Source: an optimization exercise on an open RTL-to-GDS flow (aim: small area and a short achievable clock period). Production flows keep margins and buffers that such runs may drop. In this exercise RTL edits were held to simulation tests only and were not proved equivalent to the original. No activity file was given, so power comes from the tool's default toggle rates.

==> job 2218 <==
==> flow/design.v (excerpt) <==
module dsp_mult #
(
    parameter WIDTH = 32
)
(
    input  wire                  clk,
    input  wire                  rst,
    input  wire [WIDTH-1:0]      input_a_tdata,
    input  wire                  input_a_tvalid,
    output wire                  input_a_tready,
    input  wire [WIDTH-1:0]      input_b_tdata,
    input  wire                  input_b_tvalid,
    output wire                  input_b_tready,
    input  wire [WIDTH-1:0]      input_c_tdata,
    input  wire                  input_c_tvalid,
    output wire                  input_c_tready,
    output wire [(WIDTH*2)-1:0]  output_tdata,
    output reg                   output_tvalid,
    input  wire                  output_tready
);
assign input_a_tready = input_b_tvalid & output_tready;
assign input_b_tready = input_a_tvalid & output_tready;
assign input_c_tready = input_c_tvalid & output_tready;
wire go = input_a_tvalid & input_b_tvalid & input_c_tvalid & output_tready;
reg v1, v2, v3;
always @(posedge clk) begin
    v1 <= go & ~rst;
    v2 <= go & ~rst & v1;
    v3 <= go & ~rst & v2;
    output_tvalid <= go & ~rst & v3;
end
reg [31:0] a1n, c1;
reg [15:0] onen, twon, neg;
wire [32:0] bx = {input_b_tdata, 1'b0};
always @(posedge clk) begin
    a1n <= ~input_a_tdata;
    c1 <= input_c_tdata;
end
genvar g;
generate for (g = 0; g < 16; g = g + 1) begin : enc
    always @(posedge clk) begin
        onen[g] <= ~(bx[2*g+1] ^ bx[2*g]);
        twon[g] <= ~((bx[2*g+2] & ~bx[2*g+1] & ~bx[2*g]) | (~bx[2*g+2] & bx[2*g+1] & bx[2*g]));
        neg[g] <= bx[2*g+2];
    end
end endgenerate
wire pp0_0 = ((~a1n[0] & ~onen[0])) ^ neg[0];
wire pp0_1 = ((~a1n[1] & ~onen[0]) | (~a1n[0] & ~twon[0])) ^ neg[0];
wire pp0_2 = ((~a1n[2] & ~onen[0]) | (~a1n[1] & ~twon[0])) ^ neg[0];
wire pp0_3 = ((~a1n[3] & ~onen[0]) | (~a1n[2] & ~twon[0])) ^ neg[0];
wire pp0_4 = ((~a1n[4] & ~onen[0]) | (~a1n[3] & ~twon[0])) ^ neg[0];
wire pp0_5 = ((~a1n[5] & ~onen[0]) | (~a1n[4] & ~twon[0])) ^ neg[0];
wire pp0_6 = ((~a1n[6] & ~onen[0]) | (~a1n[5] & ~twon[0])) ^ neg[0];
wire pp0_7 = ((~a1n[7] & ~onen[0]) | (~a1n[6] & ~twon[0])) ^ neg[0];
wire pp0_8 = ((~a1n[8] & ~onen[0]) | (~a1n[7] & ~twon[0])) ^ neg[0];
  ...
Settings: LEC_CHECK=0, ABC_AREA=1, CAP_MARGIN=20, CORE_MARGIN=2, CORE_UTILIZATION=65, CTS_BUF_LIST=sky130_fd_sc_hd__clkbuf_8, SLEW_MARGIN=20, SYNTH_HIERARCHICAL=1; clock period 9.5 ns.
standard.sh (not shown) runs the stock make flow with config.mk's settings and CLKGATE_MAP_FILE= SYNTH_SCRIPT=/design/flow/synth_recipe.tcl, a recipe that flattens the netlist after the stock synthesis.
==> flow/flow/run.sh <==
#!/bin/bash
# The standard layout (the standard.sh, unchanged synthesis) with two changes:
#  - the port buffers that global placement inserts are plain buf_1 cells instead
#    of the delay buffers buffer_ports picks by default;
#  - timing repair aims for a setup margin of 5.5 ns (the period less 5.5 ns).
set -euo pipefail
export BUFFER_PORTS_ARGS="-buffer_cell sky130_fd_sc_hd__buf_1"
export SETUP_SLACK_MARGIN=5.5
bash standard.sh > standard.log 2>&1
==> inputs of job 8265, as changes to job 2218 <==
CTS_CLUSTER_DIAMETER = 50   (was not set)
CTS_CLUSTER_SIZE = 24   (was not set)
==> qor summary <==
Amount of wire on met3 after detailed routing: job 2218 13,600 µm; job 8265 13,500 µm
Fraction of final layout cells with drive strength greater than 1: job 2218 9.31%; job 8265 8.29%
Number of search-and-repair iterations in the first detailed-routing pass: job 2218 8; job 8265 6
Routed length on met1: job 2218 33,700 µm; job 8265 33,500 µm
Average routed wire per standard cell: job 2218 26.8 µm; job 8265 27.0 µm
Footprint of the flip-flops and latches: job 2218 0.00761 mm²; job 8265 0.00761 mm²
Reg-to-reg critical path startpoint: job 2218 a1n[7]; job 8265 neg[5]
End-of-flow core utilization: job 2218 70.9%; job 8265 69.9%
First-pass GRT wire length: job 2218 139,000 µm; job 8265 138,000 µm
Vias post-DR: job 2218 22,500; job 8265 22,400
Power per cell area: job 2218 371 mW/mm²; job 8265 363 mW/mm²
Final std cell area, no fill: job 2218 0.0321 mm²; job 8265 0.0316 mm²
Logic depth of the worst register-to-register path: job 2218 9; job 8265 8
Outcome: job 2218 finished clean; job 8265 finished clean
Final net count: job 2218 3,462; job 8265 3,440
WL final: job 2218 91,100 µm; job 8265 90,800 µm

==> inputs of run a <==
dsp_mult, a different RTL version from the one above (not shown whole).
Settings: LEC_CHECK=0, ABC_AREA=1, CAP_MARGIN=20, CORE_MARGIN=2, CORE_UTILIZATION=65, CTS_BUF_LIST=sky130_fd_sc_hd__clkbuf_8, CTS_CLUSTER_DIAMETER=50, CTS_CLUSTER_SIZE=24, SLEW_MARGIN=20, SYNTH_HIERARCHICAL=1, TNS_END_PERCENT=10; clock period 9.5 ns.
Scripts as last shown in full above: flow/flow/run.sh
==> run b: changes against run a <==
==> flow/flow/run.sh (replaced) <==
#!/bin/bash
# The standard layout (the standard.sh, unchanged synthesis) with two changes:
#  - the port buffers that global placement inserts are plain buf_1 cells instead
#    of the delay buffers buffer_ports picks by default;
#  - timing repair aims for a setup margin of 5.4 ns (the period less 5.4 ns).
set -euo pipefail
export BUFFER_PORTS_ARGS="-buffer_cell sky130_fd_sc_hd__buf_1"
export SETUP_SLACK_MARGIN=5.4
bash standard.sh > standard.log 2>&1
CORE_UTILIZATION = 40   (was 65)
TNS_END_PERCENT = not set   (was 10)
==> run c: changes against run a <==
CORE_UTILIZATION = 40   (was 65)
CTS_BUF_LIST = sky130_fd_sc_hd__clkbuf_4   (was sky130_fd_sc_hd__clkbuf_8)
CTS_CLUSTER_DIAMETER = not set   (was 50)
CTS_CLUSTER_SIZE = not set   (was 24)
TNS_END_PERCENT = not set   (was 10)
==> notes.md <==
### Outcome
* **result of the run** complete, no violations

### Drt
* **wire length on met3** 11,400 um
* **number of optimization iterations in the first detailed-route pass** 8

### Floorplanning
* **area of the core region** 74,200 um2
* **effective utilization at floorplan** 40.3%

### Global routing
* **grt met2 use** 38.1%

### Place
* **Setup WS pre-CTS** 5250 ps
* **RD Place Congestion** 0.957

### Power and ir drop
* **Final Total Pwr** 11.7 mW

### STA
* **Tightest Pin Transition** 787 ps

# the run above: run b

==> notes.md <==
### Outcome
* **result of the run** complete, no violations

### Place
* **Setup WS pre-CTS** 5040 ps
* **RD Place Congestion** 0.940

### Global routing
* **grt met2 use** 57.2%

### Power and ir drop
* **Final Total Pwr** 11.4 mW

### Floorplanning
* **area of the core region** 45,400 um2
* **effective utilization at floorplan** 65.9%

### STA
* **Tightest Pin Transition** 914 ps

### Drt
* **number of optimization iterations in the first detailed-route pass** 9

# the run above: run a

==> notes.md <==
### STA
* **Tightest Pin Transition** 993 ps
* **number of failing setup endpoints in the final timing report** 0

### Outcome
* **result of the run** complete, no violations

### Place
* **Setup WS pre-CTS** 5250 ps
* **RD Place Congestion** 0.957
* **Post-Place Cell Area** 31,300 um2

### Drt
* **wire length on met3** 12,000 um
* **number of optimization iterations in the first detailed-route pass** 6

### Floorplanning
* **effective utilization at floorplan** 40.3%
* **area of the core region** 74,200 um2

### Worst setup path
* **crit-path max cell delay** 110 ps

### Global routing
* **grt met2 use** 38.8%

# the run above: run c

## port drivers added, routing unchanged
How much do the figures lean on ideal ports? The routed layouts below were timed once more, with nothing changed but the port constraints.
Step 1 sets driving cells, clkbuf_16 on the clock port and buf_2 on the other inputs (assumed; they add their load-dependent delay and slew).
Step 2 also shifts input and output timing later by t, the mid clock arrival at the registers, as if the neighbouring blocks saw the same clock.
Slacks: no drivers / after step 1 / after step 2; pairs: no drivers / after step 1.
| run | t (ns) | slack for setup (ns) | worst data-port slew with drivers (ns) | cell pins on the clock port's net |
|---|---|---|---|---|
| job 2218 | 0.732 | 5.363 / 5.333 / 4.730 | 0.06 | 1 |
| job 8265 | 0.685 | 5.372 / 5.311 / 4.816 | 0.08 | 1 |
| run a | 0.707 | 5.391 / 5.342 / 5.342 | 0.07 | 1 |
| run b | 0.749 | 5.390 / 5.347 / 5.347 | 0.11 | 1 |
| run c | 0.958 | 5.390 / 5.347 / 5.347 | 0.11 | 1 |
After both steps setup and hold are still met in every run listed. For job 2218, which loses most, drivers alone change the setup slack by -0.030 ns; drivers and shift together by -0.633 ns.
